Source: an optimization exercise on an open RTL-to-GDS flow (aim: small area). Production flows keep margins and buffers that such runs may drop. At most, simulation tests tie the RTL to the original design; equivalence was not proved. For runs 2 and 3, only the layout was checked, not whether the RTL still works. The clock cells of runs 2 to 6 come from the design's own scripts or RTL, not from TritonCTS. The flow treats the clock pin as an ideal source. Dropping or thinning the clock tree relies on that and would not hold on a real chip. Power and IR drop assume default switching activity.

## flow/constraint.sdc

```tcl
create_clock -name core_clock -period 10.0 [get_ports {i_clk}]
set_input_delay 2.0000 -clock core_clock [delete_from_list [all_inputs] [get_ports {i_clk}]]
set_output_delay 2.0000 -clock core_clock [all_outputs]
set_load 0.01 [all_outputs]
```

## flow/standard.sh

```bash
#!/bin/bash
# synth_recipe.tcl (not shown) runs the flow's synth.tcl, then flattens the netlist and writes it again
# the make line also repeats each setting of config.mk as NAME=value (left out here)
make -C /OpenROAD-flow-scripts/flow DESIGN_CONFIG=/design/flow/config.mk WORK_HOME=/design/flow/orfs CLKGATE_MAP_FILE= SYNTH_SCRIPT=/design/flow/synth_recipe.tcl "${@:-finish}"
```

## flow/flow/pre_cts.tcl

```tcl
proc clock_tree_synthesis { args } {
  set block [ord::get_db_block]
  set net [$block findNet i_clk]
  set k $::env(FLOW_CLK_K)
  set pins {}
  set xs {}
  set ys {}
  foreach it [$net getITerms] {
    set b [[$it getInst] getBBox]
    lappend pins "[[$it getInst] getName]/[[$it getMTerm] getName]"
    lappend xs [expr { ([$b xMin] + [$b xMax]) / 2.0 }]
    lappend ys [expr { ([$b yMin] + [$b yMax]) / 2.0 }]
  }
  set n [llength $pins]
  # initial centres: sinks spread along the sorted x+y order
  set order [lsort -real -indices [lmap x $xs y $ys { expr { $x + 0.7 * $y } }]]
  set cx {}
  set cy {}
  for { set c 0 } { $c < $k } { incr c } {
    set i [lindex $order [expr { int(($c + 0.5) * $n / $k) }]]
    lappend cx [lindex $xs $i]
    lappend cy [lindex $ys $i]
  }
  # k-means with at most ceil(n/k) sinks per group: each round assigns
  # the sink-group pairs in order of distance, skipping full groups
  set cap [expr { ($n + $k - 1) / $k }]
  for { set iter 0 } { $iter < 30 } { incr iter } {
    set pairs {}
    set i 0
    foreach x $xs y $ys {
      for { set c 0 } { $c < $k } { incr c } {
        lappend pairs [list [expr { abs($x - [lindex $cx $c]) + abs($y - [lindex $cy $c]) }] $i $c]
      }
      incr i
    }
    set assign [lrepeat $n -1]
    set fill [lrepeat $k 0]
    foreach p [lsort -real -index 0 $pairs] {
      lassign $p d i c
      if { [lindex $assign $i] >= 0 || [lindex $fill $c] >= $cap } { continue }
      lset assign $i $c
      lset fill $c [expr { [lindex $fill $c] + 1 }]
    }
    set ncx {}
    set ncy {}
    for { set c 0 } { $c < $k } { incr c } {
      set sx 0.0
      set sy 0.0
      set m 0
      foreach a $assign x $xs y $ys {
        if { $a == $c } {
          set sx [expr { $sx + $x }]
          set sy [expr { $sy + $y }]
          incr m
        }
      }
      if { $m > 0 } {
        lappend ncx [expr { $sx / $m }]
        lappend ncy [expr { $sy / $m }]
      } else {
        lappend ncx [lindex $cx $c]
        lappend ncy [lindex $cy $c]
      }
    }
    set cx $ncx
    set cy $ncy
  }
  for { set c 0 } { $c < $k } { incr c } {
    set loads {}
    foreach a $assign p $pins {
      if { $a == $c } { lappend loads [get_pins $p] }
    }
    if { [llength $loads] == 0 } { continue }
    set x [ord::dbu_to_microns [expr { int([lindex $cx $c]) }]]
    set y [ord::dbu_to_microns [expr { int([lindex $cy $c]) }]]
    puts "clock buffer $c: [llength $loads] sinks at $x $y"
    insert_buffer -buffer_cell $::env(FLOW_CLK_BUF) -net i_clk -load_pins $loads \
      -location [list $x $y] -buffer_name clkbuf_$c -net_name clk_$c
  }
  set_propagated_clock [all_clocks]
}
```

## flow/flow/run.sh

```bash
#!/bin/bash
# The standard synthesis and layout, with these layout changes:
#  - the clock tree is one level of 3 clock buffers clkbuf_16 (flow/pre_cts.tcl)
#  - port buffers are the smallest buffer cell
#  - repair_design aims at the library's cap and slew limits (no margin)
set -euo pipefail
export FLOW_CLK_BUF=sky130_fd_sc_hd__clkbuf_16
export FLOW_CLK_K=3
bash standard.sh \
  "PRE_CTS_TCL=$PWD/flow/pre_cts.tcl" "POST_CTS_TCL=$PWD/flow/post_cts.tcl" \
  "BUFFER_PORTS_ARGS=-buffer_cell sky130_fd_sc_hd__buf_1" \
  CAP_MARGIN=0 SLEW_MARGIN=0 CORE_UTILIZATION=70  \
  finish > flow_run.log 2>&1
```

## flow/flow/post_cts.tcl

```tcl
# After CTS and its timing repair: move each combinational cell and buffer
# to the smallest cell of the same function (same name but for the drive
# strength) that leaves no max-slew or max-capacitance violation and keeps
# setup and hold slack above a margin. Flip-flops and clock buffers keep
# their cells.
proc my_violations { } {
  set bad 0
  if { [sta::max_slew_violation_count] > 0 } { set bad 1 }
  if { [sta::max_capacitance_violation_count] > 0 } { set bad 1 }
  if { [worst_slack -max] < 1.0 } { set bad 1 }
  if { [worst_slack -min] < 0.1 } { set bad 1 }
  return $bad
}

proc my_downsize { } {
  estimate_parasitics -placement
  if { [my_violations] } {
    puts "my_downsize: violations before downsizing; skipped"
    return
  }
  set saved 0.0
  set n 0
  foreach inst [get_cells *] {
    set name [get_full_name $inst]
    set ref [get_property $inst ref_name]
    if { [string match clkbuf_* $name] } { continue }
    if { ![regexp {^(sky130_fd_sc_hd__[a-z0-9]+)_([0-9]+)$} $ref -> base size] } { continue }
    if { [regexp {__(df|sdf|edf|sedf|dl|tap|fill|decap|conb|diode)} $ref] } { continue }
    set cur_area [get_property [get_lib_cells $ref] area]
    set cands {}
    foreach lc [get_lib_cells ${base}_*] {
      set lname [get_name $lc]
      if { ![regexp {^sky130_fd_sc_hd__[a-z0-9]+_[0-9]+$} $lname] } { continue }
      if { [get_property $lc dont_use] } { continue }
      set a [get_property $lc area]
      if { $a < $cur_area - 1e-6 } { lappend cands [list $a $lname] }
    }
    foreach cand [lsort -real -index 0 $cands] {
      lassign $cand a lname
      replace_cell $inst $lname
      if { [my_violations] } {
        replace_cell $inst $ref
      } else {
        puts "my_downsize: $name $ref -> $lname"
        set saved [expr { $saved + $cur_area - $a }]
        incr n
        break
      }
    }
  }
  puts "my_downsize: $n cells, [format %.2f $saved] um2 saved"
}
# Buffers that repair_design added inside the logic (not the port
# buffers, not the clock buffers): remove each one whose removal leaves
# no violation; put a buffer back with repair_design if one does.
proc my_remove_buffers { } {
  estimate_parasitics -placement
  foreach inst [get_cells *] {
    set name [get_full_name $inst]
    set ref [get_property $inst ref_name]
    if { ![regexp {__(buf|clkbuf)_[0-9]+$} $ref] } { continue }
    if { [string match clkbuf_* $name] || [string match input* $name] || [string match output* $name] } { continue }
    remove_buffers [list $inst]
    estimate_parasitics -placement
    if { [my_violations] } {
      puts "my_remove_buffers: removing $name ($ref) left a violation; repair_design"
      repair_design
      estimate_parasitics -placement
    } else {
      puts "my_remove_buffers: removed $name ($ref)"
    }
  }
}
my_remove_buffers

my_downsize

proc my_clk_pin_slew { buf } {
  set worst 0.0
  set net [get_nets -of_objects [get_pins [get_full_name $buf]/X]]
  foreach pin [get_pins -of_objects $net -filter "direction == input"] {
    foreach p {slew_max_rise slew_max_fall} {
      set s [sta::time_ui_sta [get_property $pin $p]]
      if { $s > $worst } { set worst $s }
    }
  }
  return $worst
}

proc my_downsize_clock { } {
  set limit [expr { $::env(FLOW_CLK_SLEW_PS) * 1e-12 }]
  estimate_parasitics -placement
  foreach buf [get_cells clkbuf_*] {
    set ref [get_property $buf ref_name]
    set s [my_clk_pin_slew $buf]
    puts "my_downsize_clock: [get_full_name $buf] $ref slew [format %.1f [expr { $s * 1e12 }]] ps"
    foreach cand {sky130_fd_sc_hd__clkbuf_4 sky130_fd_sc_hd__clkbuf_8} {
      if { [get_property [get_lib_cells $cand] area] >= [get_property [get_lib_cells $ref] area] } { continue }
      replace_cell $buf $cand
      set s2 [my_clk_pin_slew $buf]
      if { $s2 <= $limit && ![my_violations] } {
        puts "my_downsize_clock: [get_full_name $buf] $ref -> $cand slew [format %.1f [expr { $s2 * 1e12 }]] ps"
        break
      }
      replace_cell $buf $ref
    }
  }
}
if { [info exists ::env(FLOW_CLK_SLEW_PS)] } { my_downsize_clock }
```

## flow/design.v

```verilog
`timescale 1ns / 1ps
module ClockDivider(
    input i_clk,
    input i_reset,
    output o_wrap,
    output o_pre_last
    );
    localparam [13:0] C_RESET = 14'b00111010110010;
    localparam [13:0] C_9899  = 14'b00101010001010;
    localparam [13:0] C_LAST  = 14'b11100011001110;
    reg [13:0] r_lo;
    assign o_wrap     = &{r_lo[13], r_lo[12], r_lo[11], ~r_lo[10], r_lo[7], r_lo[6], ~r_lo[5], r_lo[3], r_lo[2], r_lo[1], ~r_lo[0]};
    assign o_pre_last = &{~r_lo[12], r_lo[11], ~r_lo[10], r_lo[9], ~r_lo[8], r_lo[7], ~r_lo[6], ~r_lo[5], ~r_lo[4], r_lo[3], ~r_lo[2], ~r_lo[0]};
    wire w_fb = ~(r_lo[13] ^ r_lo[1] ^ r_lo[3] ^ r_lo[12]) ^ o_wrap;
    always @(posedge i_clk or posedge i_reset) begin
        if (i_reset) r_lo <= C_RESET;
        else         r_lo <= {r_lo[12:0], w_fb};
    end
endmodule
`timescale 1ns / 1ps
module Counter(
    input i_clk,
    input i_reset,
    input i_wrap,
    input i_pre_last,
    output [3:0] o_hi
    );
    reg [3:0] r_hi;
    reg [3:0] w_next;
    assign o_hi = r_hi;
    wire w_hi9  = r_hi[3] & r_hi[0] & ~r_hi[1];
    wire w_hi10 = r_hi[3] & r_hi[1];
    always @(*) begin
        case (r_hi)
            4'b0000: w_next = 4'b0001;
            4'b0001: w_next = 4'b0011;
            4'b0011: w_next = 4'b0010;
            4'b0010: w_next = 4'b0110;
            4'b0110: w_next = 4'b0111;
            4'b0111: w_next = 4'b0101;
            4'b0101: w_next = 4'b0100;
            4'b0100: w_next = 4'b1100;
            4'b1100: w_next = 4'b1101;
            4'b1101: w_next = 4'b1111;
            default: w_next = 4'b0000;
        endcase
    end
    always @(posedge i_clk or posedge i_reset) begin
        if (i_reset)
            r_hi <= 4'b0000;
        else if (w_hi9 ? i_pre_last : i_wrap)
            r_hi <= w_next;
    end
endmodule
`timescale 1ns / 1ps
module Comparator(
    input [3:0] i_hi,
    output o_light_1, o_light_2, o_light_3, o_light_4
    );
    assign o_light_1 = (i_hi == 4'b0000);
    assign o_light_2 = ~i_hi[3] & ~i_hi[2];
    assign o_light_3 = ~i_hi[3] & ~(i_hi[2] & ~i_hi[1] & ~i_hi[0]);
    assign o_light_4 = ~(i_hi[3] & i_hi[1]);
endmodule
`timescale 1ns / 1ps
module ButtonController(
    input i_clk,
    input i_reset,
    input i_button,
    output o_release
    );
    localparam [19:0] S_0   = 20'b01101011001000111000;
    localparam [19:0] S_END = 20'b10110101100100011100;
    reg r_prevState;
    reg [19:0] r_lfsr;
    wire w_en   = i_button ^ r_prevState;
    wire w_term = &{r_lfsr[19], ~r_lfsr[18], r_lfsr[17], r_lfsr[16], ~r_lfsr[15], r_lfsr[14], ~r_lfsr[13], r_lfsr[12], r_lfsr[11], ~r_lfsr[10], ~r_lfsr[9], r_lfsr[8], ~r_lfsr[7], ~r_lfsr[6], ~r_lfsr[5], r_lfsr[4], r_lfsr[3], r_lfsr[2], ~r_lfsr[1]};
    wire w_fb   = ~(r_lfsr[19] ^ r_lfsr[2]) ^ w_term;
    assign o_release = w_en & w_term & r_prevState;
    always @(posedge i_clk or posedge i_reset) begin
        if (i_reset) begin
            r_prevState <= 1'b0;
            r_lfsr <= S_0;
        end
        else if (w_en) begin
            r_lfsr <= {r_lfsr[18:0], w_fb};
            if (w_term) r_prevState <= ~r_prevState;
        end
    end
endmodule
`timescale 1ns / 1ps
module FSM_Light(
    input i_clk,
    input i_reset,
    input [2:0] i_button,
    output [4:1] o_level
    );
    reg [4:1] r_level;
    assign o_level = r_level;
    always @(posedge i_clk or posedge i_reset) begin
        if (i_reset)
            r_level <= 4'b0000;
        else if (i_button[0])
            r_level <= {r_level[3:1], 1'b1};
        else if (i_button[1])
            r_level <= {1'b0, r_level[4:2]};
        else if (i_button[2])
            r_level <= 4'b0000;
    end
endmodule
`timescale 1ns / 1ps
module MUX(
    input i_clk,
    input i_reset,
    input [4:1] i_x,
    input [4:1] i_level,
    output o_y
    );
    reg r_y;
    assign o_y = r_y;
    always @(posedge i_clk or posedge i_reset) begin
        if (i_reset)
            r_y <= 1'b0;
        else
            r_y <= i_level[1] & (i_x[1] | (i_level[2] & (i_x[2] | (i_level[3] & (i_x[3] | (i_level[4] & i_x[4]))))));
    end
endmodule
`timescale 1ns / 1ps
module FSM_LightStand(
    input i_clk,
    input i_reset,
    input [2:0] i_button,
    output o_pwm_light
    );
    wire w_wrap, w_pre_last;
    ClockDivider clkdiv(
        .i_clk(i_clk),
        .i_reset(i_reset),
        .o_wrap(w_wrap),
        .o_pre_last(w_pre_last)
    );
    wire [3:0] w_hi;
    Counter count(
        .i_clk(i_clk),
        .i_reset(i_reset),
        .i_wrap(w_wrap),
        .i_pre_last(w_pre_last),
        .o_hi(w_hi)
    );
    wire [4:1] w_light;
    Comparator comp(
        .i_hi(w_hi),
        .o_light_1(w_light[1]),
        .o_light_2(w_light[2]),
        .o_light_3(w_light[3]),
        .o_light_4(w_light[4])
    );
    wire [2:0] w_release;
    ButtonController UpBTN(
        .i_clk(i_clk),
        .i_reset(i_reset),
        .i_button(i_button[0]),
        .o_release(w_release[0])
    );
    ButtonController DownBTN(
        .i_clk(i_clk),
        .i_reset(i_reset),
        .i_button(i_button[1]),
        .o_release(w_release[1])
    );
    ButtonController OffBTN(
        .i_clk(i_clk),
        .i_reset(i_reset),
        .i_button(i_button[2]),
        .o_release(w_release[2])
    );
    wire [4:1] w_level;
    FSM_Light fsm_led(
        .i_clk(i_clk),
        .i_reset(i_reset),
        .i_button(w_release),
        .o_level(w_level)
    );
    MUX pwmsel(
        .i_clk(i_clk),
        .i_reset(i_reset),
        .i_x(w_light),
        .i_level(w_level),
        .o_y(o_pwm_light)
    );
endmodule
```

## flow/config.mk

```make
export PLATFORM = sky130hd
export DESIGN_NAME = FSM_LightStand
export DESIGN_NICKNAME = FSM_LightStand
export VERILOG_FILES = /design/flow/design.v
export SDC_FILE = /design/flow/constraint.sdc
export NUM_CORES = 4
export LEC_CHECK = 0
export CAP_MARGIN = 20
export CORE_MARGIN = 2
export CORE_UTILIZATION = 40
export SLEW_MARGIN = 20
```

==> impl_metrics.env, run 1 <==
export IMPL_yosys_register_bits=86
export IMPL_place_detailed_instances=314
export IMPL_stop_stage="5_1_grt"
export IMPL_initial_utilization=0.7310
export IMPL_detailedPlacementHpwl_mm=3.634
export IMPL_routability_congestion_estimate_from_global_placement=0.7619
export IMPL_postSynthAreaPerCell_um2=14.28
export IMPL_error_message="[ERROR DRT-0073] No access point for load_slew21/A (sky130_fd_sc_hd__buf_2)."
export IMPL_io_pins=6
export IMPL_rows=25
export IMPL_outcome="aborted with a tool error"
export IMPL_die_y_um=74.70
export IMPL_yosys_warnings=5
export IMPL_fp_dieW_um=74.70
export IMPL_port_buffer_count=5
export IMPL_seq_area_frac_synth=0.6273
export IMPL_synth_cell_type_count=39
export IMPL_synth_top_cell_area_share=0.3720
export IMPL_syn_num_nets=251
export IMPL_netlist_top_cells_area="sky130_fd_sc_hd__dfrtp_1 (37%), sky130_fd_sc_hd__dfstp_2 (26%), sky130_fd_sc_hd__mux2_2 (19%), sky130_fd_sc_hd__xnor2_1 (2.0%), sky130_fd_sc_hd__nand4b_1 (1.3%)"
export IMPL_synth_top_area_cell="sky130_fd_sc_hd__dfrtp_1"
export IMPL_postSynthCellCount=245
export IMPL_post_synthesis_instance_area_um2=3498
[cell usage after synthesis]
| cell type | instances |
|---|---|
| sky130_fd_sc_hd__a21boi_0 | 1 |
| sky130_fd_sc_hd__a21boi_4 | 1 |
| sky130_fd_sc_hd__a21oi_1 | 2 |
| sky130_fd_sc_hd__a31oi_1 | 5 |
| sky130_fd_sc_hd__a32o_1 | 1 |
| sky130_fd_sc_hd__a41oi_1 | 1 |
| sky130_fd_sc_hd__and3_1 | 2 |
| sky130_fd_sc_hd__clkbuf_1 | 7 |
| sky130_fd_sc_hd__dfrtp_1 | 52 |
| sky130_fd_sc_hd__dfstp_2 | 34 |
| sky130_fd_sc_hd__ha_1 | 1 |
| sky130_fd_sc_hd__inv_1 | 6 |
| sky130_fd_sc_hd__mux2_2 | 60 |
| sky130_fd_sc_hd__mux2i_1 | 1 |
| sky130_fd_sc_hd__nand2_1 | 9 |
| sky130_fd_sc_hd__nand3_1 | 6 |
| sky130_fd_sc_hd__nand3b_1 | 1 |
| sky130_fd_sc_hd__nand4_1 | 6 |
| sky130_fd_sc_hd__nand4b_1 | 5 |
| sky130_fd_sc_hd__nand4bb_1 | 1 |
| sky130_fd_sc_hd__nor2_1 | 6 |
| sky130_fd_sc_hd__nor2b_1 | 1 |
| sky130_fd_sc_hd__nor3_1 | 4 |
| sky130_fd_sc_hd__nor3b_1 | 1 |
| sky130_fd_sc_hd__nor4_1 | 1 |
| sky130_fd_sc_hd__nor4b_1 | 1 |
| sky130_fd_sc_hd__o211ai_1 | 1 |
| sky130_fd_sc_hd__o21ai_0 | 7 |
| sky130_fd_sc_hd__o21ai_1 | 1 |
| sky130_fd_sc_hd__o21bai_1 | 1 |
| sky130_fd_sc_hd__or2_2 | 2 |
| sky130_fd_sc_hd__or3_1 | 1 |
| sky130_fd_sc_hd__or4_1 | 1 |
| sky130_fd_sc_hd__or4_4 | 1 |
| sky130_fd_sc_hd__or4b_1 | 1 |
| sky130_fd_sc_hd__or4b_2 | 3 |
| sky130_fd_sc_hd__or4bb_1 | 1 |
| sky130_fd_sc_hd__xnor2_1 | 8 |
| sky130_fd_sc_hd__xor2_1 | 1 |
[worst max-delay path by stage]
| stage | from | to | slack [ns] | cells after the start |
|---|---|---|---|---|
| 3_5_place_dp | i_reset | UpBTN.r_lfsr[18] | 6.74 | 3 |
| 3_3_place_gp | i_reset | UpBTN.r_lfsr[3] | 6.81 | 3 |
| 2_1_floorplan | i_reset | DownBTN.r_lfsr[0] | 5.83 | 1 |
[metrics by stage]
| stage | cell area [um2] | worst slack, ns |
|---|---|---|
| after global placement | 3605 | 6.808 |
| after floorplan | 3498 | 5.834 |
| after detailed placement | 3605 | 6.742 |
[logic make-up after synthesis]
family	share of synthesized area
AND/OR/NAND/NOR	0.09621
adder cells (fa/ha/maj)	0.003576
buffers and inverters	0.01395
multiplexers	0.1960
XOR/XNOR	0.02253
flip-flops	0.6273
AO/OA/AOI/OAI	0.04042
[power groups by stage]
stage / clock, W / combinational [W] / sequential (W)
floorplan: 0 / 0.000166 / 0.000572
global placement: 0 / 0.000177 / 0.000595
detailed placement: 0 / 0.000189 / 0.000607
==> run 2: changes to the inputs <==
--- a/flow/design.v
+++ b/flow/design.v
@@ -71,4 +71,4 @@
     );
-    localparam [19:0] S_0   = 20'b01101011001000111000;
-    localparam [19:0] S_END = 20'b10110101100100011100;
+    localparam [19:0] S_0   = 20'b00000001101011001000;
+    localparam [19:0] S_END = 20'b00000010110101100100;
     reg r_prevState;
@@ -76,4 +76,4 @@
     wire w_en   = i_button ^ r_prevState;
-    wire w_term = &{r_lfsr[19], ~r_lfsr[18], r_lfsr[17], r_lfsr[16], ~r_lfsr[15], r_lfsr[14], ~r_lfsr[13], r_lfsr[12], r_lfsr[11], ~r_lfsr[10], ~r_lfsr[9], r_lfsr[8], ~r_lfsr[7], ~r_lfsr[6], ~r_lfsr[5], r_lfsr[4], r_lfsr[3], r_lfsr[2], ~r_lfsr[1]};
-    wire w_fb   = ~(r_lfsr[19] ^ r_lfsr[2]) ^ w_term;
+    wire w_term = &{~r_lfsr[19], ~r_lfsr[18], ~r_lfsr[17], ~r_lfsr[16], ~r_lfsr[15], ~r_lfsr[14], ~r_lfsr[12], r_lfsr[11], r_lfsr[10], ~r_lfsr[9], r_lfsr[8], ~r_lfsr[7], r_lfsr[6], r_lfsr[5], ~r_lfsr[4], ~r_lfsr[3], r_lfsr[2], ~r_lfsr[1], ~r_lfsr[0]};
+    wire w_fb   = ~(r_lfsr[19] ^ r_lfsr[2]);
     assign o_release = w_en & w_term & r_prevState;
@@ -85,3 +85,3 @@
         else if (w_en) begin
-            r_lfsr <= {r_lfsr[18:0], w_fb};
+            r_lfsr <= {r_lfsr[18:14], r_lfsr[13] ^ w_term, r_lfsr[12:0], w_fb};
             if (w_term) r_prevState <= ~r_prevState;
--- a/flow/flow/post_cts.tcl
+++ b/flow/flow/post_cts.tcl
@@ -52,25 +52,2 @@
 }
-# Buffers that repair_design added inside the logic (not the port
-# buffers, not the clock buffers): remove each one whose removal leaves
-# no violation; put a buffer back with repair_design if one does.
-proc my_remove_buffers { } {
-  estimate_parasitics -placement
-  foreach inst [get_cells *] {
-    set name [get_full_name $inst]
-    set ref [get_property $inst ref_name]
-    if { ![regexp {__(buf|clkbuf)_[0-9]+$} $ref] } { continue }
-    if { [string match clkbuf_* $name] || [string match input* $name] || [string match output* $name] } { continue }
-    remove_buffers [list $inst]
-    estimate_parasitics -placement
-    if { [my_violations] } {
-      puts "my_remove_buffers: removing $name ($ref) left a violation; repair_design"
-      repair_design
-      estimate_parasitics -placement
-    } else {
-      puts "my_remove_buffers: removed $name ($ref)"
-    }
-  }
-}
-my_remove_buffers
-
 my_downsize
@@ -109 +86,5 @@
 if { [info exists ::env(FLOW_CLK_SLEW_PS)] } { my_downsize_clock }
+
+# the cells changed in place; legalize again to be safe
+detailed_placement
+check_placement -verbose
==> run 2 against run 1 <==
The run now finishes clean. Synthesized cell count grew 2.4%. Area after synthesis shrank 0.21%.
==> impl_metrics.env, run 2 <==
export IMPL_grt_usage=0.1926
export IMPL_post_synthesis_instance_area_um2=3491
export IMPL_fp_dieW_um=74.62
export IMPL_max_slew_margin=0.2524
export IMPL_postSynthCellCount=251
export IMPL_grt_first_pass_wirelength_mm=8.549
export IMPL_net_count_reported_at_finish=261
export IMPL_final_design_instance_area_without_fill_um2=3657
export IMPL_routed_via_count=1844
export IMPL_synthMuxAreaShare=0.1867
export IMPL_irDropWorstVdd_mv=0.1651
export IMPL_synth_cell_type_count=36
export IMPL_ff2ff_setup_slack_ns=7.84
export IMPL_synth_adder_area_share=0.003584
export IMPL_number_of_antenna_violations_at_the_first_check_in_global_routing=0
export IMPL_outcome="timing/DRC/antenna clean"
export IMPL_final_antenna_violating_net_count=0
export IMPL_seq_area_frac_synth=0.6254
export IMPL_clock_pin_slew_of_the_registers_on_the_worst_case_setup_and_hold_paths_ns=0.10
export IMPL_placed_area_um2=3598
export IMPL_synth_top_area_cell="sky130_fd_sc_hd__dfrtp_1"
export IMPL_worst_slack_ns=6.636
export IMPL_drive_above_1_share=0.3518
export IMPL_syn_num_nets=257
export IMPL_synth_xor_area_frac=0.03011
export IMPL_detailedPlacementHpwl_mm=3.173
export IMPL_synth_top_cell_area_share=0.4373
export IMPL_synth_most_common_cell="sky130_fd_sc_hd__dfrtp_1"
export IMPL_dr_pass1_iters=4
export IMPL_postRouteWirelength_mm=4.793
export IMPL_finalClockSkew_ns=0.007696
export IMPL_dpl_worst_slack_ns=6.409
export IMPL_yosys_register_bits=86
export IMPL_netlist_top_cells_area="sky130_fd_sc_hd__dfrtp_1 (44%), sky130_fd_sc_hd__dfstp_2 (19%), sky130_fd_sc_hd__mux2_2 (18%), sky130_fd_sc_hd__xnor2_1 (1.8%), sky130_fd_sc_hd__o21ai_0 (1.4%)"
export IMPL_clk_latency_ns=0.16
export IMPL_crit_type="in -> reg"
export IMPL_hold_path_startpoint="clkdiv.r_lo[9]"
export IMPL_end_kind="flop"
export IMPL_drcViolationCount=0
export IMPL_synth_edff_count=0
export IMPL_initial_utilization=0.7342
export IMPL_routedWlPerCell_um=14.98
export IMPL_timing_fmax_mhz=297.3
export IMPL_final_fill_count=319
export IMPL_worst_slew_pin_transition_ns=1.116
export IMPL_rows=25
export IMPL_core_area_um2=4755
export IMPL_overflow=0
export IMPL_pwr_density_cell_nw_per_um2=243.6
export IMPL_hold_slack_ns=0.3777
export IMPL_asyncSetResetFlopFracSynth=1.000
export IMPL_tns_ns=0
export IMPL_r2r_worst_path_cells=5
export IMPL_final_cell_mix="sky130_fd_sc_hd__dfrtp_1 (61), sky130_fd_sc_hd__mux2_2 (57), sky130_fd_sc_hd__dfstp_2 (25)"
export IMPL_finalHoldViolCount=0
export IMPL_worstPathMaxFanout=22
export IMPL_synth_top_family_by_area="multiplexers"
export IMPL_max_cap_violations=0
export IMPL_post_route_period_util=0.3364
export IMPL_share_of_synthesized_cell_area_in_and_or_nand_and_nor_gates=0.1004
export IMPL_die_y_um=74.62
export IMPL_grt_pass1_vias=1812
export IMPL_slew_limit_fails=0
export IMPL_routed_vias_inst=5.763
export IMPL_finalSetupViolCount=0
export IMPL_flip_flop_and_latch_area_um2=2183
export IMPL_postSynthAreaPerCell_um2=13.91
export IMPL_io_pins=6
export IMPL_launch_point_of_the_worst_reg_to_reg_path="clkdiv.r_lo[10]"
export IMPL_multiInputGateArea_um2=1270
export IMPL_holdPathEnd="clkdiv.r_lo[10]"
export IMPL_compound_cell_area_share_of_the_yosys_netlist=0.04086
export IMPL_leakage_nw=1.504
export IMPL_synth_top_flop_cell="sky130_fd_sc_hd__dfrtp_1"
export IMPL_first_iter_violations=77
export IMPL_mostFrequentLayoutCell="sky130_fd_sc_hd__dfrtp_1"
export IMPL_routability_congestion_estimate_from_global_placement=0.8250
export IMPL_area_growth_syn_to_layout_pct=4.767
export IMPL_reg_top3="DownBTN.r_lfsr (20), OffBTN.r_lfsr (20), UpBTN.r_lfsr (20)"
export IMPL_die_ar_um2=5568
export IMPL_synth_top_cells_by_count="sky130_fd_sc_hd__dfrtp_1 (61), sky130_fd_sc_hd__mux2_2 (57), sky130_fd_sc_hd__dfstp_2 (25)"
export IMPL_port_buffer_count=5
export IMPL_final_period_demand_of_the_worst_path_ns=3.364
export IMPL_data_arrival_time_at_the_worst_slack_endpoint_ns=3.42
export IMPL_rsz0062_at_grt="false"
export IMPL_grt_start_max_net_pins=87
export IMPL_n_antenna_cell=0
export IMPL_whs_path_depth=0
export IMPL_yosys_warnings=5
export IMPL_worst_endpoint_required_ns=10.06
export IMPL_startpoint_type="input pin"
export IMPL_worstHoldPathType="reg -> reg"
export IMPL_final_core_util=0.7692
## run 2: power by group
group / switching (W) / total [W] / leakage (nW) / internal (W)
clock network: 0.0000821 / 0.000138 / 0.0370 / 0.0000555
logic: 0.0000584 / 0.000171 / 0.441 / 0.000113
registers: 0.0000890 / 0.000582 / 1.03 / 0.000493
total: 0.000229 / 0.000891 / 1.50 / 0.000662
## run 2: worst max-delay path: stages
cell and delay, ns:
sky130_fd_sc_hd__buf_1 0.12, sky130_fd_sc_hd__xnor2_2 0.87, sky130_fd_sc_hd__mux2_2 0.43
## run 2: how the worst max path moves through the flow
| stage | from | to | depth (start not counted) |
|---|---|---|---|
| 2_1_floorplan | i_reset | DownBTN.r_lfsr[0] | 1 |
| 3_3_place_gp | i_button[2] | OffBTN.r_lfsr[16] | 3 |
| 3_5_place_dp | i_button[2] | OffBTN.r_lfsr[8] | 3 |
| 5_1_grt | i_button[2] | OffBTN.r_lfsr[16] | 3 |
| 6_report | i_button[2] | OffBTN.r_lfsr[8] | 3 |
## run 2: layout make-up, without the clock buffers
class / instances / share of cell area
timing repair buffer: 6 / 0.007184
sequential: 86 / 0.5970
inverter: 5 / 0.005132
tap: 67 / 0.02292
multi-input combinational: 153 / 0.3472
## run 2: cells by family (layout without fill, tap and decap cells)
family	Yosys count	after routing
XOR/XNOR	12	12
adder cells (fa/ha/maj)	1	1
buffers and inverters	12	14
AO/OA/AOI/OAI	23	23
flip-flops	86	86
AND/OR/NAND/NOR	59	59
multiplexers	58	58
## run 2: metal layers
layer | wire length (um) | track usage | up-vias
li1 | - | - | 909
met1 | 2428 | 0.3073 | 917
met2 | 2230 | 0.3117 | 14
met3 | 95 | 0.01339 | 4
met4 | 39 | 0.01389 | 0
met5 | 0 | 0 | -
## run 2: through the flow
| stage | std cells | power [W] |
|---|---|---|
| 2_1_floorplan | 251 | 0.0007136 |
| 5_1_grt | 320 | 0.0009494 |
| 3_5_place_dp | 317 | 0.0007652 |
| 6_report | 320 | 0.0008911 |
| 3_3_place_gp | 317 | 0.0007513 |
==> run 3: changes to the inputs <==
--- a/flow/design.v
+++ b/flow/design.v
@@ -71,4 +71,4 @@
     );
-    localparam [19:0] S_0   = 20'b00000001101011001000;
-    localparam [19:0] S_END = 20'b00000010110101100100;
+    localparam [19:0] S_0   = 20'b00000000110101100100;
+    localparam [19:0] S_END = 20'b10000001011010110010;
     reg r_prevState;
@@ -76,3 +76,3 @@
     wire w_en   = i_button ^ r_prevState;
-    wire w_term = &{~r_lfsr[19], ~r_lfsr[18], ~r_lfsr[17], ~r_lfsr[16], ~r_lfsr[15], ~r_lfsr[14], ~r_lfsr[12], r_lfsr[11], r_lfsr[10], ~r_lfsr[9], r_lfsr[8], ~r_lfsr[7], r_lfsr[6], r_lfsr[5], ~r_lfsr[4], ~r_lfsr[3], r_lfsr[2], ~r_lfsr[1], ~r_lfsr[0]};
+    wire w_term = &{r_lfsr[19], ~r_lfsr[18], ~r_lfsr[17], ~r_lfsr[16], ~r_lfsr[15], ~r_lfsr[14], ~r_lfsr[13], ~r_lfsr[11], r_lfsr[10], r_lfsr[9], ~r_lfsr[8], r_lfsr[7], ~r_lfsr[6], r_lfsr[5], r_lfsr[4], ~r_lfsr[3], ~r_lfsr[2], r_lfsr[1], ~r_lfsr[0]};
     wire w_fb   = ~(r_lfsr[19] ^ r_lfsr[2]);
@@ -85,3 +85,3 @@
         else if (w_en) begin
-            r_lfsr <= {r_lfsr[18:14], r_lfsr[13] ^ w_term, r_lfsr[12:0], w_fb};
+            r_lfsr <= {r_lfsr[18:13], r_lfsr[12] ^ w_term, r_lfsr[11:0], w_fb};
             if (w_term) r_prevState <= ~r_prevState;
==> flow/flow/run.sh (replaced) <==
#!/bin/bash
# The standard synthesis and layout (standard.sh), with these changes
# to how the layout is made:
#  - clock tree: three clkbuf_16, each at the centre of an equal share of
#    the flip-flops, driven by the clock port (flow/pre_cts.tcl replaces
#    clock_tree_synthesis)
#  - after CTS, combinational cells and buffers go down to the smallest
#    drive strength that leaves no slew, cap or timing violation
#    (flow/post_cts.tcl)
#  - port buffers are buf_1; repair aims at the library's own cap and slew
#    limits; core utilization 70%
# ORFS writes each step's full log under orfs/logs/; this script's own
# output goes to flow_run.log.
set -euo pipefail
export FLOW_CLK_BUF=sky130_fd_sc_hd__clkbuf_16
export FLOW_CLK_K=3
bash standard.sh \
  "PRE_CTS_TCL=$PWD/flow/pre_cts.tcl" "POST_CTS_TCL=$PWD/flow/post_cts.tcl" \
  "BUFFER_PORTS_ARGS=-buffer_cell sky130_fd_sc_hd__buf_1" \
  CAP_MARGIN=0 SLEW_MARGIN=0 CORE_UTILIZATION=70 \
  finish > flow_run.log 2>&1
==> run 3 against run 2 <==
Still clean. Via count is 3.8% higher. Die area is 0.78% higher. Sequential power is 1% higher. Sequential share of layout area stayed put.
==> impl_metrics.env, run 3 <==
export IMPL_outcome="timing/DRC/antenna clean"
export IMPL_n_antenna_cell=0
export IMPL_netSwitchingFraction=0.2624
export IMPL_p_switching_w=0.0002361
export IMPL_area_growth_syn_to_layout_pct=3.910
export IMPL_routability_congestion_estimate_from_global_placement=0.7649
export IMPL_worst_slew_pin_transition_ns=1.105
export IMPL_slew_limit_fails=0
export IMPL_port_buffer_count=5
export IMPL_post_synthesis_instance_area_um2=3520
export IMPL_finalSetupViolCount=0
export IMPL_die_y_um=74.91
export IMPL_number_of_antenna_violations_at_the_first_check_in_global_routing=0
export IMPL_synth_top_cells_by_count="sky130_fd_sc_hd__dfrtp_1 (61), sky130_fd_sc_hd__mux2_2 (57), sky130_fd_sc_hd__dfstp_2 (25)"
export IMPL_dr_pass1_iters=6
export IMPL_synth_edff_count=0
export IMPL_routed_via_count=1914
export IMPL_rows=25
export IMPL_overflow=0
export IMPL_tns_ns=0
export IMPL_synth_most_common_cell="sky130_fd_sc_hd__dfrtp_1"
export IMPL_startpoint_type="input pin"
export IMPL_finalClockSkew_ns=0.01337
export IMPL_timing_fmax_mhz=291.4
export IMPL_syn_num_nets=254
export IMPL_final_antenna_violating_net_count=0
export IMPL_critical_path_cell_chain="buf_1 -> xnor2_1 -> buf_1 -> mux2_2"
export IMPL_max_cap_violations=0
export IMPL_grt_pass1_vias=1970
export IMPL_end_kind="flop"
export IMPL_max_slew_margin=0.2597
export IMPL_post_route_period_util=0.3431
export IMPL_p_clk_frac=0.156
export IMPL_worst_path_most_repeated_cell="sky130_fd_sc_hd__buf_1"
export IMPL_leakage_nw=1.512
export IMPL_core_area_um2=4786
export IMPL_synth_top_cell_area_share=0.4337
export IMPL_yosys_register_bits=86
export IMPL_initial_utilization=0.7354
export IMPL_part_of_the_power_in_registers=0.653
export IMPL_netlist_top_cells_area="sky130_fd_sc_hd__dfrtp_1 (43%), sky130_fd_sc_hd__dfstp_2 (19%), sky130_fd_sc_hd__mux2_2 (18%), sky130_fd_sc_hd__xnor2_1 (1.7%), sky130_fd_sc_hd__o21ai_0 (1.4%)"
export IMPL_yosys_warnings=5
export IMPL_cell_type_of_the_slowest_stage_on_the_worst_timing_path="sky130_fd_sc_hd__buf_1"
export IMPL_clk_latency_ns=0.17
export IMPL_synth_cell_type_count=38
export IMPL_worstHoldPathType="reg -> reg"
export IMPL_postRouteWirelength_mm=5.384
export IMPL_first_iter_violations=160
export IMPL_die_ar_um2=5612
export IMPL_grt_usage=0.2117
export IMPL_detailedPlacementHpwl_mm=3.662
export IMPL_clock_pin_slew_of_the_registers_on_the_worst_case_setup_and_hold_paths_ns=0.11
export IMPL_total_power_w=0.0008996
export IMPL_drive_above_1_share=0.3546
export IMPL_worstPathMaxFanout=22
export IMPL_data_arrival_time_at_the_worst_slack_endpoint_ns=3.48
export IMPL_finalHoldViolCount=0
export IMPL_pwr_density_cell_nw_per_um2=246.0
export IMPL_mostFrequentLayoutCell="sky130_fd_sc_hd__dfrtp_1"
export IMPL_fp_dieW_um=74.91
export IMPL_drcViolationCount=0
export IMPL_final_cell_mix="sky130_fd_sc_hd__dfrtp_1 (61), sky130_fd_sc_hd__mux2_2 (57), sky130_fd_sc_hd__dfstp_2 (25)"
export IMPL_synth_top_flop_cell="sky130_fd_sc_hd__dfrtp_1"
export IMPL_rsz0062_at_grt="false"
export IMPL_worst_path_largest_cell_delay_ns=0.80
export IMPL_crit_type="in -> reg"
export IMPL_grt_first_pass_wirelength_mm=9.349
export IMPL_worst_endpoint_required_ns=10.05
export IMPL_grt_start_max_net_pins=87
export IMPL_routedWlPerCell_um=16.93
export IMPL_postSynthCellCount=248
export IMPL_routed_vias_inst=6.019
export IMPL_hold_slack_ns=0.3762
export IMPL_postSynthAreaPerCell_um2=14.19
export IMPL_synth_top_area_cell="sky130_fd_sc_hd__dfrtp_1"
export IMPL_asyncSetResetFlopFracSynth=1.000
export IMPL_final_period_demand_of_the_worst_path_ns=3.431
export IMPL_net_count_reported_at_finish=259
export IMPL_power_share_combinational=0.191
export IMPL_seq_area_frac_synth=0.6203
export IMPL_io_pins=6
export IMPL_timing_critical_path_buf_inv=2
export IMPL_final_fill_count=287
export IMPL_irDropWorstVdd_mv=0.1845
export IMPL_power_report_internal_total_w=0.0006635
export IMPL_critical_path_top_delay_family="buffers and inverters"
export IMPL_reg_top3="DownBTN.r_lfsr (20), OffBTN.r_lfsr (20), UpBTN.r_lfsr (20)"
-- run 3: cell types whose count changed in the layout (fill, tap and decap cells not counted), sizes merged, moves of 2 or more --
| cell | previous run | this run |
|---|---|---|
| nor3 | 3 | 1 |
| or3 | 3 | 1 |
| and2 | 0 | 2 |
| or4 | 2 | 0 |
| nor2 | 8 | 5 |
| and4 | 1 | 3 |
| nor4 | 4 | 6 |
-- run 3: cell type report, without the clock buffers --
class / count / area (um2) / share of cell area
timing repair buffer: 7 / 30.03 / 0.008211
sequential: 86 / 2183 / 0.5970
multi-input combinational: 150 / 1266 / 0.3462
tap: 67 / 83.83 / 0.02292
inverter: 5 / 18.77 / 0.005132
-- run 3: worst paths after layout --
check,startpoint,end,depth (start not counted),slack [ns]
max,i_button[2],OffBTN.r_lfsr[14],4,6.57
min,clkdiv.r_lo[4],clkdiv.r_lo[5],0,0.38
max reg2reg,clkdiv.r_lo[10],flop,5,7.84
min reg2reg,clkdiv.r_lo[4],clkdiv.r_lo[5],0,0.38
max in group asynchronous,i_reset,OffBTN.r_lfsr[18],3,7.22
min in group asynchronous,i_reset,UpBTN.r_lfsr[3],3,2.11
-- run 3: metal layers --
| layer | share of wire | up-vias | GRT usage | wire (um) |
|---|---|---|---|---|
| met4 | 0.010 | 0 | 0.02381 | 56 |
| li1 | - | 906 | - | - |
| met3 | 0.027 | 5 | 0.01740 | 146 |
| met2 | 0.50 | 25 | 0.3665 | 2688 |
| met5 | 0 | - | 0 | 0 |
| met1 | 0.46 | 978 | 0.3080 | 2494 |
-- run 3: worst reg2reg max path, stage by stage, from the launching register on --
cell and delay, ns:
sky130_fd_sc_hd__dfstp_2 0.39, sky130_fd_sc_hd__nor4b_1 0.29, sky130_fd_sc_hd__and3_1 0.22, sky130_fd_sc_hd__a21boi_0 0.70, sky130_fd_sc_hd__o21ai_1 0.19, sky130_fd_sc_hd__a32o_1 0.26
-- run 3: cell families after synthesis --
family / count (synthesis) / share of synthesized area
xor+xnor: 12 / 0.02986
buf+inv: 12 / 0.01493
flops: 86 / 0.6203
fa+ha+maj: 1 / 0.003554
simple gates: 56 / 0.1045
mux: 58 / 0.1852
compound gates: 23 / 0.04160
-- run 3: through the flow --
step           cell area [um2]  utilization  cells  setup slack, ns
2_1_floorplan             3520            -    248            5.820
3_3_place_gp              3618       0.7561    315            6.580
3_5_place_dp              3618       0.7561    315            6.471
5_1_grt                   3657       0.7642    318            6.411
6_report                  3657       0.7642    318            6.569
-- run 3: power groups by stage --
stage	sequential [W]	combinational (W)	clock, W
final	0.000588	0.000172	0.000140
after global routing	0.000608	0.000191	0.000155
after detailed placement	0.000594	0.000173	0
after global placement	0.000581	0.000159	0
after floorplan	0.000562	0.000150	0
==> run 4: changes to the inputs <==
--- a/flow/design.v
+++ b/flow/design.v
@@ -71,4 +71,4 @@
     );
-    localparam [19:0] S_0   = 20'b00000000110101100100;
-    localparam [19:0] S_END = 20'b10000001011010110010;
+    localparam [19:0] S_0   = 20'b01101011001000111000;
+    localparam [19:0] S_END = 20'b10110101100100011100;
     reg r_prevState;
@@ -76,4 +76,4 @@
     wire w_en   = i_button ^ r_prevState;
-    wire w_term = &{r_lfsr[19], ~r_lfsr[18], ~r_lfsr[17], ~r_lfsr[16], ~r_lfsr[15], ~r_lfsr[14], ~r_lfsr[13], ~r_lfsr[11], r_lfsr[10], r_lfsr[9], ~r_lfsr[8], r_lfsr[7], ~r_lfsr[6], r_lfsr[5], r_lfsr[4], ~r_lfsr[3], ~r_lfsr[2], r_lfsr[1], ~r_lfsr[0]};
-    wire w_fb   = ~(r_lfsr[19] ^ r_lfsr[2]);
+    wire w_term = &{r_lfsr[19], ~r_lfsr[18], r_lfsr[17], r_lfsr[16], ~r_lfsr[15], r_lfsr[14], ~r_lfsr[13], r_lfsr[12], r_lfsr[11], ~r_lfsr[10], ~r_lfsr[9], r_lfsr[8], ~r_lfsr[7], ~r_lfsr[6], ~r_lfsr[5], r_lfsr[4], r_lfsr[3], r_lfsr[2], ~r_lfsr[1]};
+    wire w_fb   = ~(r_lfsr[19] ^ r_lfsr[2]) ^ w_term;
     assign o_release = w_en & w_term & r_prevState;
@@ -85,3 +85,3 @@
         else if (w_en) begin
-            r_lfsr <= {r_lfsr[18:13], r_lfsr[12] ^ w_term, r_lfsr[11:0], w_fb};
+            r_lfsr <= {r_lfsr[18:0], w_fb};
             if (w_term) r_prevState <= ~r_prevState;
--- a/flow/flow/run.sh
+++ b/flow/flow/run.sh
@@ -14,3 +14,3 @@
 set -euo pipefail
-export FLOW_CLK_BUF=sky130_fd_sc_hd__clkbuf_16
+export FLOW_CLK_BUF=sky130_fd_sc_hd__buf_12
 export FLOW_CLK_K=3
==> run 4 against run 3 <==
Still clean on timing, DRC and antenna. Total power increased by 1.9%. Worst hold slack improved by 0.0020 ns. First-iteration DRC count decreased by 41%. Setup slack got worse by 0.034 ns. Fmax decreased by 0.99%. Register-to-register slack got worse by 0.51 ns. Via count decreased by 1.4%. Area after synthesis decreased by 0.60%. Sequential share of layout area increased by 0.66 points. Critical path type unchanged. Largest power group unchanged.
==> impl_metrics.env, run 4 <==
export IMPL_outcome="timing/DRC/antenna clean"
export IMPL_worst_path_most_repeated_cell="sky130_fd_sc_hd__buf_1"
export IMPL_number_of_antenna_violations_at_the_first_check_in_global_routing=0
export IMPL_timing_critical_path_buf_inv=2
export IMPL_hold_path_startpoint="clkdiv.r_lo[10]"
export IMPL_core_area_um2=4786
export IMPL_netSwitchingFraction=0.2565
export IMPL_worstHoldPathType="reg -> reg"
export IMPL_routability_congestion_estimate_from_global_placement=0.7619
export IMPL_end_kind="flop"
export IMPL_final_period_demand_of_the_worst_path_ns=3.465
export IMPL_irDropWorstVdd_mv=0.2018
export IMPL_area_growth_syn_to_layout_pct=3.934
export IMPL_final_antenna_violating_net_count=0
export IMPL_total_power_w=0.0009166
export IMPL_startpoint_type="input pin"
export IMPL_launch_point_of_the_worst_reg_to_reg_path="clkdiv.r_lo[9]"
export IMPL_finalClockSkew_ns=0.01138
export IMPL_netlist_top_cells_area="sky130_fd_sc_hd__dfrtp_1 (37%), sky130_fd_sc_hd__dfstp_2 (26%), sky130_fd_sc_hd__mux2_2 (19%), sky130_fd_sc_hd__xnor2_1 (2.0%), sky130_fd_sc_hd__nand4b_1 (1.3%)"
export IMPL_tns_ns=0
export IMPL_asyncSetResetFlopFracSynth=1.000
export IMPL_final_fill_count=304
export IMPL_multiInputGateArea_um2=1240
export IMPL_overflow=0
export IMPL_net_count_reported_at_finish=258
export IMPL_clock_pin_slew_of_the_registers_on_the_worst_case_setup_and_hold_paths_ns=0.11
export IMPL_dr_pass1_iters=4
export IMPL_worstPathMaxFanout=21
export IMPL_p_clk_frac=0.143
export IMPL_ff2ff_setup_slack_ns=7.33
export IMPL_yosys_register_bits=86
export IMPL_worst_path_largest_cell_delay_ns=0.78
export IMPL_critical_path_cell_chain="buf_1 -> xnor2_1 -> buf_1 -> mux2_2"
export IMPL_synth_top_cell_area_share=0.3720
export IMPL_synth_top_area_cell="sky130_fd_sc_hd__dfrtp_1"
export IMPL_placed_area_um2=3605
export IMPL_fp_dieW_um=74.70
export IMPL_postSynthCellCount=245
export IMPL_whs_path_depth=0
export IMPL_max_slew_margin=0.3070
export IMPL_crit_type="in -> reg"
export IMPL_postSynthAreaPerCell_um2=14.28
export IMPL_flip_flop_and_latch_area_um2=2195
export IMPL_final_cell_mix="sky130_fd_sc_hd__mux2_2 (60), sky130_fd_sc_hd__dfrtp_1 (52), sky130_fd_sc_hd__dfstp_2 (34)"
export IMPL_post_synthesis_instance_area_um2=3498
export IMPL_worst_slew_pin_transition_ns=1.040
export IMPL_seq_area_frac_synth=0.6273
export IMPL_pwr_density_cell_nw_per_um2=252.1
export IMPL_power_share_combinational=0.203
export IMPL_power_report_internal_total_w=0.0006815
export IMPL_drive_above_1_share=0.4160
export IMPL_critical_path_top_delay_family="buffers and inverters"
export IMPL_p_switching_w=0.0002351
export IMPL_clk_latency_ns=0.14
export IMPL_initial_utilization=0.7310
export IMPL_max_cap_violations=0
export IMPL_routedWlPerCell_um=16.36
export IMPL_detailedPlacementHpwl_mm=3.634
export IMPL_die_y_um=74.70
export IMPL_die_ar_um2=5579
export IMPL_r2r_worst_path_cells=5
export IMPL_first_iter_violations=94
export IMPL_worst_endpoint_required_ns=10.03
export IMPL_grt_first_pass_wirelength_mm=8.838
export IMPL_dpl_worst_slack_ns=6.742
export IMPL_reg_top3="DownBTN.r_lfsr (20), OffBTN.r_lfsr (20), UpBTN.r_lfsr (20)"
export IMPL_finalSetupViolCount=0
export IMPL_worst_slack_ns=6.535
export IMPL_synth_most_common_cell="sky130_fd_sc_hd__mux2_2"
export IMPL_io_pins=6
export IMPL_synth_edff_count=0
export IMPL_data_arrival_time_at_the_worst_slack_endpoint_ns=3.49
export IMPL_routed_via_count=1887
export IMPL_grt_usage=0.2008
export IMPL_synth_top_cells_by_count="sky130_fd_sc_hd__mux2_2 (60), sky130_fd_sc_hd__dfrtp_1 (52), sky130_fd_sc_hd__dfstp_2 (34)"
export IMPL_leakage_nw=1.431
export IMPL_routed_vias_inst=5.953
export IMPL_yosys_warnings=5
export IMPL_slew_limit_fails=0
export IMPL_mostFrequentLayoutCell="sky130_fd_sc_hd__mux2_2"
export IMPL_holdPathEnd="clkdiv.r_lo[11]"
export IMPL_part_of_the_power_in_registers=0.654
export IMPL_rsz0062_at_grt="false"
export IMPL_final_design_instance_area_without_fill_um2=3636
export IMPL_post_route_period_util=0.3465
export IMPL_drcViolationCount=0
export IMPL_rows=25
export IMPL_postRouteWirelength_mm=5.187
export IMPL_port_buffer_count=5
export IMPL_timing_fmax_mhz=288.6
export IMPL_finalHoldViolCount=0
export IMPL_synth_cell_type_count=39
export IMPL_n_antenna_cell=0
export IMPL_syn_num_nets=251
export IMPL_grt_pass1_vias=1868
export IMPL_cell_type_of_the_slowest_stage_on_the_worst_timing_path="sky130_fd_sc_hd__buf_1"
export IMPL_synth_top_flop_cell="sky130_fd_sc_hd__dfrtp_1"
export IMPL_grt_start_max_net_pins=46
## run 4: cell count changes in the layout (fill, tap and decap cells not counted), sizes merged, moves of 4 or more
cell   delta
xor2      -4
buf       +5
dfrtp     -9
dfstp     +9
nor4      -5
or4b      +4
## run 4: metal layers
metal / GRT usage / vias to the layer above / share of wire
li1: - / 902 / -
met1: 0.2928 / 947 / 0.47
met2: 0.3481 / 29 / 0.49
met3: 0.01606 / 9 / 0.023
met4: 0.02381 / 0 / 0.016
met5: 0 / - / 0
## run 4: cells by family (layout without fill, tap and decap cells)
| logic type | after synthesis | count (layout) | share of synthesized area |
|---|---|---|---|
| DFF | 86 | 86 | 0.6273 |
| AOI/OAI and AO/OA | 21 | 21 | 0.04042 |
| xor gates and xnor gates | 9 | 9 | 0.02253 |
| adders and majority gates | 1 | 1 | 0.003576 |
| and+or+nand+nor | 54 | 54 | 0.09621 |
| muxes | 61 | 61 | 0.1960 |
| buffers and inverters | 13 | 18 | 0.01395 |
## run 4: worst max-delay path by stage
| stage | cells past startpoint | endpoint | start |
|---|---|---|---|
| final | 4 | OffBTN.r_lfsr[19] | i_button[2] |
| after global routing | 3 | UpBTN.r_lfsr[14] | i_reset |
| after detailed placement | 3 | UpBTN.r_lfsr[18] | i_reset |
| after global placement | 3 | UpBTN.r_lfsr[3] | i_reset |
| after floorplan | 1 | DownBTN.r_lfsr[0] | i_reset |
## run 4: area by class of cell, without the clock buffers
class | count | area share
inverters | 6 | 0.006194
multi-input cells | 146 | 0.3410
flip-flops and latches | 86 | 0.6036
well taps | 67 | 0.02306
repair buffers | 9 | 0.009635
## run 4: power groups by stage
| stage | combinational [W] | sequential, W | clock (W) |
|---|---|---|---|
| after floorplan | 0.000166 | 0.000572 | 0 |
| final | 0.000186 | 0.000599 | 0.000131 |
| after detailed placement | 0.000189 | 0.000607 | 0 |
| after global routing | 0.000204 | 0.000621 | 0.000146 |
| after global placement | 0.000177 | 0.000595 | 0 |
## run 4: worst register-to-register path, delay by kind of cell, from the launching register on
kind            cells  cell delay, ns
simple gates        2            0.90
compound gates      3            1.10
flops               1            0.55
## run 4: metrics by stage
stage               hold slack [ns]    util  std cells
floorplan                    0.3505       -        245
global placement             0.3533  0.7532        314
detailed placement           0.3589  0.7532        314
global route                 0.3824  0.7597        317
finish                       0.3782  0.7597        317
==> run 5: changes to the inputs <==
--- a/flow/flow/run.sh
+++ b/flow/flow/run.sh
@@ -14,3 +14,3 @@
 set -euo pipefail
-export FLOW_CLK_BUF=sky130_fd_sc_hd__buf_12
+export FLOW_CLK_BUF=sky130_fd_sc_hd__clkbuf_16
 export FLOW_CLK_K=3
==> run 5 against run 4 <==
Sequential power about the same. Critical endpoint is now OffBTN.r_lfsr[6]. Global-route usage grew 0.32 points. Register-to-register slack barely moved. Sequential share of layout area fell by 0.25 points. Highest routed layer unchanged. Setup slack better by 0.027 ns. Combinational power about the same. Die area unchanged. Total power up 0.59%.
==> impl_metrics.env, run 5 <==
export IMPL_synth_most_common_cell="sky130_fd_sc_hd__mux2_2"
export IMPL_crit_type="in -> reg"
export IMPL_clk_latency_ns=0.17
export IMPL_postSynthAreaPerCell_um2=14.28
export IMPL_grt_start_max_net_pins=46
export IMPL_max_cap_violations=0
export IMPL_grt_usage=0.2039
export IMPL_placed_area_um2=3605
export IMPL_worst_endpoint_required_ns=10.05
export IMPL_ff2ff_setup_slack_ns=7.33
export IMPL_hold_path_startpoint="clkdiv.r_lo[10]"
export IMPL_routability_congestion_estimate_from_global_placement=0.7619
export IMPL_whs_path_depth=0
export IMPL_routed_vias_inst=5.987
export IMPL_die_y_um=74.70
export IMPL_synth_edff_count=0
export IMPL_finalSetupViolCount=0
export IMPL_final_period_demand_of_the_worst_path_ns=3.439
export IMPL_grt_first_pass_wirelength_mm=8.935
export IMPL_holdPathEnd="clkdiv.r_lo[11]"
export IMPL_n_antenna_cell=0
export IMPL_rsz0062_at_grt="false"
export IMPL_critical_path_cell_chain="buf_1 -> xnor2_1 -> buf_1 -> mux2_2"
export IMPL_irDropWorstVdd_mv=0.2045
export IMPL_core_area_um2=4786
export IMPL_post_synthesis_instance_area_um2=3498
export IMPL_syn_num_nets=251
export IMPL_slew_limit_fails=0
export IMPL_routedWlPerCell_um=16.63
export IMPL_detailedPlacementHpwl_mm=3.634
export IMPL_overflow=0
export IMPL_yosys_warnings=5
export IMPL_tns_ns=0
export IMPL_timing_critical_path_buf_inv=2
export IMPL_yosys_register_bits=86
export IMPL_rows=25
export IMPL_max_slew_margin=0.3104
export IMPL_critical_path_top_delay_family="buffers and inverters"
export IMPL_initial_utilization=0.7310
export IMPL_post_route_period_util=0.3439
export IMPL_die_ar_um2=5579
export IMPL_launch_point_of_the_worst_reg_to_reg_path="clkdiv.r_lo[9]"
export IMPL_finalClockSkew_ns=0.01412
export IMPL_postSynthCellCount=245
export IMPL_end_kind="flop"
export IMPL_dr_pass1_iters=4
export IMPL_worst_path_most_repeated_cell="sky130_fd_sc_hd__buf_1"
export IMPL_number_of_antenna_violations_at_the_first_check_in_global_routing=0
export IMPL_area_growth_syn_to_layout_pct=4.363
export IMPL_finalHoldViolCount=0
export IMPL_synth_top_flop_cell="sky130_fd_sc_hd__dfrtp_1"
export IMPL_netlist_top_cells_area="sky130_fd_sc_hd__dfrtp_1 (37%), sky130_fd_sc_hd__dfstp_2 (26%), sky130_fd_sc_hd__mux2_2 (19%), sky130_fd_sc_hd__xnor2_1 (2.0%), sky130_fd_sc_hd__nand4b_1 (1.3%)"
export IMPL_r2r_worst_path_cells=5
export IMPL_reg_top3="DownBTN.r_lfsr (20), OffBTN.r_lfsr (20), UpBTN.r_lfsr (20)"
export IMPL_synth_top_cell_area_share=0.3720
export IMPL_port_buffer_count=5
export IMPL_io_pins=6
export IMPL_startpoint_type="input pin"
export IMPL_data_arrival_time_at_the_worst_slack_endpoint_ns=3.49
export IMPL_synth_cell_type_count=39
export IMPL_clock_pin_slew_of_the_registers_on_the_worst_case_setup_and_hold_paths_ns=0.11
export IMPL_timing_fmax_mhz=290.8
export IMPL_first_iter_violations=88
export IMPL_seq_area_frac_synth=0.6273
export IMPL_final_antenna_violating_net_count=0
export IMPL_leakage_nw=1.440
export IMPL_routed_via_count=1898
export IMPL_net_count_reported_at_finish=258
export IMPL_asyncSetResetFlopFracSynth=1.000
export IMPL_final_cell_mix="sky130_fd_sc_hd__mux2_2 (60), sky130_fd_sc_hd__dfrtp_1 (52), sky130_fd_sc_hd__dfstp_2 (34)"
export IMPL_postRouteWirelength_mm=5.273
export IMPL_synth_top_area_cell="sky130_fd_sc_hd__dfrtp_1"
export IMPL_grt_pass1_vias=1901
export IMPL_worst_slew_pin_transition_ns=1.034
export IMPL_drcViolationCount=0
export IMPL_worstHoldPathType="reg -> reg"
export IMPL_worst_path_largest_cell_delay_ns=0.78
export IMPL_drive_above_1_share=0.4160
export IMPL_mostFrequentLayoutCell="sky130_fd_sc_hd__mux2_2"
export IMPL_worstPathMaxFanout=21
export IMPL_pwr_density_cell_nw_per_um2=252.5
export IMPL_outcome="timing/DRC/antenna clean"
export IMPL_cell_type_of_the_slowest_stage_on_the_worst_timing_path="sky130_fd_sc_hd__buf_1"
export IMPL_final_design_instance_area_without_fill_um2=3651
export IMPL_synth_top_cells_by_count="sky130_fd_sc_hd__mux2_2 (60), sky130_fd_sc_hd__dfrtp_1 (52), sky130_fd_sc_hd__dfstp_2 (34)"
export IMPL_fp_dieW_um=74.70
run 5: logic make-up (layout without fill, tap and decap cells):
logic type | count (synthesis) | after routing | share of synthesized area
flip-flops | 86 | 86 | 0.6273
multiplexers | 61 | 61 | 0.1960
AND/OR/NAND/NOR | 54 | 54 | 0.09621
AO/OA/AOI/OAI | 21 | 21 | 0.04042
buffers and inverters | 13 | 18 | 0.01395
XOR/XNOR | 9 | 9 | 0.02253
adder cells (fa/ha/maj) | 1 | 1 | 0.003576
run 5: area by class of cell, without the clock buffers:
cell class | instances | area [um2]
repair buffers | 9 | 35.03
fillers | 301 | 1135
well taps | 67 | 83.83
multi-input cells | 146 | 1240
flip-flops and latches | 86 | 2195
inverters | 6 | 22.52
run 5: worst max path at each step:
stage,cells after the start,to,from
floorplan,1,DownBTN.r_lfsr[0],i_reset
global placement,3,UpBTN.r_lfsr[3],i_reset
detailed placement,3,UpBTN.r_lfsr[18],i_reset
global route,3,DownBTN.r_lfsr[6],i_reset
finish,4,OffBTN.r_lfsr[6],i_button[2]
run 5: stage by stage:
| stage | util | instances | setup WS (ns) | hold slack (ns) | total power [W] |
|---|---|---|---|---|---|
| after global placement | 0.7532 | 314 | 6.808 | 0.3533 | 0.0007719 |
| final | 0.7629 | 317 | 6.561 | 0.3769 | 0.0009220 |
| after detailed placement | 0.7532 | 314 | 6.742 | 0.3589 | 0.0007957 |
| after floorplan | - | 245 | 5.834 | 0.3505 | 0.0007379 |
| after global routing | 0.7629 | 317 | 6.256 | 0.3788 | 0.0009767 |
run 5: where the power goes:
group          internal, W  leakage [nW]  total [W]  switching, W
clock            0.0000555        0.0370   0.000137     0.0000812
sequential        0.000509         0.999   0.000599     0.0000905
combinational     0.000123         0.403   0.000186     0.0000624
run 5: routing by layer:
layer	global-route usage	share of wire	vias to the layer above
li1	-	-	902
met1	0.2862	0.46	954
met2	0.3540	0.49	30
met3	0.01874	0.025	12
met4	0.04365	0.021	0
met5	0	0	-
==> run 6: changes to the inputs <==
--- a/flow/flow/run.sh
+++ b/flow/flow/run.sh
@@ -3,3 +3,3 @@
 # to how the layout is made:
-#  - clock tree: three clkbuf_16, each at the centre of an equal share of
+#  - clock tree: three buf_12, each at the centre of an equal share of
 #    the flip-flops, driven by the clock port (flow/pre_cts.tcl replaces
@@ -14,3 +14,3 @@
 set -euo pipefail
-export FLOW_CLK_BUF=sky130_fd_sc_hd__clkbuf_16
+export FLOW_CLK_BUF=sky130_fd_sc_hd__buf_12
 export FLOW_CLK_K=3
==> run 6 against run 5 <==
Still clean. Synthesized cell count unchanged. Combinational power about the same. Global-route usage down 0.32 points. Clock skew down 0.0027 ns. Final cell count unchanged. Cell area down 0.41%. Sequential share of layout area up 0.25 points. Die area unchanged. Area after synthesis unchanged. Critical endpoint is now OffBTN.r_lfsr[19].
==> impl_metrics.env, run 6 <==
export IMPL_ff2ff_setup_slack_ns=7.33
export IMPL_initial_utilization=0.7310
export IMPL_fp_dieW_um=74.70
export IMPL_first_iter_violations=94
export IMPL_hold_slack_ns=0.3782
export IMPL_seq_area_frac_synth=0.6273
export IMPL_total_power_w=0.0009166
export IMPL_core_area_um2=4786
export IMPL_net_count_reported_at_finish=258
export IMPL_drcViolationCount=0
export IMPL_irDropWorstVdd_mv=0.2018
export IMPL_die_y_um=74.70
export IMPL_leakage_nw=1.431
export IMPL_final_period_demand_of_the_worst_path_ns=3.465
export IMPL_port_buffer_count=5
export IMPL_mostFrequentLayoutCell="sky130_fd_sc_hd__mux2_2"
export IMPL_grt_usage=0.2008
export IMPL_slew_limit_fails=0
export IMPL_finalHoldViolCount=0
export IMPL_grt_first_pass_wirelength_mm=8.838
export IMPL_critical_path_top_delay_family="buffers and inverters"
export IMPL_area_growth_syn_to_layout_pct=3.934
export IMPL_post_route_period_util=0.3465
export IMPL_whs_path_depth=0
export IMPL_overflow=0
export IMPL_grt_pass1_vias=1868
export IMPL_netlist_top_cells_area="sky130_fd_sc_hd__dfrtp_1 (37%), sky130_fd_sc_hd__dfstp_2 (26%), sky130_fd_sc_hd__mux2_2 (19%), sky130_fd_sc_hd__xnor2_1 (2.0%), sky130_fd_sc_hd__nand4b_1 (1.3%)"
export IMPL_crit_type="in -> reg"
export IMPL_worst_path_largest_cell_delay_ns=0.78
export IMPL_routed_via_count=1887
export IMPL_synth_top_cells_by_count="sky130_fd_sc_hd__mux2_2 (60), sky130_fd_sc_hd__dfrtp_1 (52), sky130_fd_sc_hd__dfstp_2 (34)"
export IMPL_rows=25
export IMPL_clock_pin_slew_of_the_registers_on_the_worst_case_setup_and_hold_paths_ns=0.11
export IMPL_postRouteWirelength_mm=5.187
export IMPL_r2r_worst_path_cells=5
export IMPL_synth_most_common_cell="sky130_fd_sc_hd__mux2_2"
export IMPL_syn_num_nets=251
export IMPL_detailedPlacementHpwl_mm=3.634
export IMPL_final_cell_mix="sky130_fd_sc_hd__mux2_2 (60), sky130_fd_sc_hd__dfrtp_1 (52), sky130_fd_sc_hd__dfstp_2 (34)"
export IMPL_cp_startpoint="i_button[2]"
export IMPL_yosys_register_bits=86
export IMPL_data_arrival_time_at_the_worst_slack_endpoint_ns=3.49
export IMPL_holdPathEnd="clkdiv.r_lo[11]"
export IMPL_pwr_density_cell_nw_per_um2=252.1
export IMPL_launch_point_of_the_worst_reg_to_reg_path="clkdiv.r_lo[9]"
export IMPL_finalClockSkew_ns=0.01138
export IMPL_routed_vias_inst=5.953
export IMPL_critical_path_cell_chain="buf_1 -> xnor2_1 -> buf_1 -> mux2_2"
export IMPL_end_kind="flop"
export IMPL_finalSetupViolCount=0
export IMPL_synth_top_flop_cell="sky130_fd_sc_hd__dfrtp_1"
export IMPL_max_slew_margin=0.3070
export IMPL_cell_type_of_the_slowest_stage_on_the_worst_timing_path="sky130_fd_sc_hd__buf_1"
export IMPL_max_cap_violations=0
export IMPL_die_ar_um2=5579
export IMPL_worst_slew_pin_transition_ns=1.040
export IMPL_routability_congestion_estimate_from_global_placement=0.7619
export IMPL_final_antenna_violating_net_count=0
export IMPL_asyncSetResetFlopFracSynth=1.000
export IMPL_timing_critical_path_buf_inv=2
export IMPL_yosys_warnings=5
export IMPL_post_synthesis_instance_area_um2=3498
export IMPL_number_of_antenna_violations_at_the_first_check_in_global_routing=0
export IMPL_tns_ns=0
export IMPL_worstPathMaxFanout=21
export IMPL_grt_start_max_net_pins=46
export IMPL_drive_above_1_share=0.4160
export IMPL_synth_edff_count=0
export IMPL_timing_fmax_mhz=288.6
export IMPL_rsz0062_at_grt="false"
export IMPL_n_antenna_cell=0
export IMPL_io_pins=6
export IMPL_routedWlPerCell_um=16.36
export IMPL_hold_path_startpoint="clkdiv.r_lo[10]"
export IMPL_worst_endpoint_required_ns=10.03
export IMPL_worstHoldPathType="reg -> reg"
export IMPL_postSynthAreaPerCell_um2=14.28
export IMPL_outcome="timing/DRC/antenna clean"
export IMPL_synth_top_cell_area_share=0.3720
export IMPL_worst_path_most_repeated_cell="sky130_fd_sc_hd__buf_1"
export IMPL_synth_cell_type_count=39
export IMPL_dr_pass1_iters=4
export IMPL_synth_top_area_cell="sky130_fd_sc_hd__dfrtp_1"
export IMPL_startpoint_type="input pin"
export IMPL_postSynthCellCount=245
export IMPL_clk_latency_ns=0.14
export IMPL_reg_top3="DownBTN.r_lfsr (20), OffBTN.r_lfsr (20), UpBTN.r_lfsr (20)"
[run 6: final cells by class, without the clock buffers]
class | instances | area [um2]
fill | 304 | 1150
inverter | 6 | 22.52
multi-input combinational | 146 | 1240
sequential | 86 | 2195
tap | 67 | 83.83
timing repair buffer | 9 | 35.03
[run 6: report_power, final]
group	switching (W)	leakage, nW	total [W]	internal, W
clock network	0.0000825	0.0282	0.000131	0.0000490
logic	0.0000623	0.403	0.000186	0.000123
registers	0.0000903	0.999	0.000599	0.000509
total	0.000235	1.43	0.000917	0.000682
[run 6: per-stage QoR]
| stage | instances | setup slack, ns | cell area, um2 | util |
|---|---|---|---|---|
| finish | 317 | 6.535 | 3636 | 0.7597 |
| global route | 317 | 6.237 | 3636 | 0.7597 |
| detailed placement | 314 | 6.742 | 3605 | 0.7532 |
| global placement | 314 | 6.808 | 3605 | 0.7532 |
| floorplan | 245 | 5.834 | 3498 | - |
[run 6: layer usage]
metal,up-vias,global-route usage,wire (um)
li1,902,-,-
met1,947,0.2928,2438
met2,29,0.3481,2542
met3,9,0.01606,121
met4,0,0.02381,85
met5,-,0,0
[run 6: kinds of logic after synthesis]
kind of cell,count (synthesis),share of synthesized area
and+or+nand+nor,54,0.09621
adders and majority gates,1,0.003576
buffers and inverters,13,0.01395
DFF,86,0.6273
muxes,61,0.1960
xor gates and xnor gates,9,0.02253
AOI/OAI and AO/OA,21,0.04042
[run 6: worst max path at each step]
stage	endpoint	slack, ns	cells after the start
after global routing	UpBTN.r_lfsr[14]	6.24	3
after floorplan	DownBTN.r_lfsr[0]	5.83	1
after detailed placement	UpBTN.r_lfsr[18]	6.74	3
final	OffBTN.r_lfsr[19]	6.53	4
after global placement	UpBTN.r_lfsr[3]	6.81	3

[port drivers added, routing unchanged]
No port has a modelled driver above. Below, the same layouts with a new extraction and two added sets of constraints.
Step 1 assumes that a clkbuf_16 drives the clock port and a buf_2 every other input.
Step 2 times the ports against the registers' clock, not the clock port: input delays grow and output delays shrink by t, the midpoint of the rising clock arrivals with the driver on.
a / b / c = no drivers / after step 1 / after step 2; a / b = the first two.
run	shift t [ns]	slack for setup (ns)	worst setup path after step 2	clock arrival spread, ns	cell pins on the clock port's net
run 2	0.218	6.636 / 6.671 / 6.453	input to register	0.008 / 0.008	3
run 3	0.225	6.569 / 6.602 / 6.377	input to register	0.014 / 0.014	3
run 4	0.203	6.535 / 6.580 / 6.377	input to register	0.012 / 0.012	3
run 5	0.224	6.561 / 6.604 / 6.380	input to register	0.015 / 0.015	3
run 6	0.203	6.535 / 6.580 / 6.377	input to register	0.012 / 0.012	3
After both steps setup and hold are still met in every run listed. For run 3, which loses most, drivers alone change the setup slack by +0.033 ns; drivers and shift together by -0.192 ns.
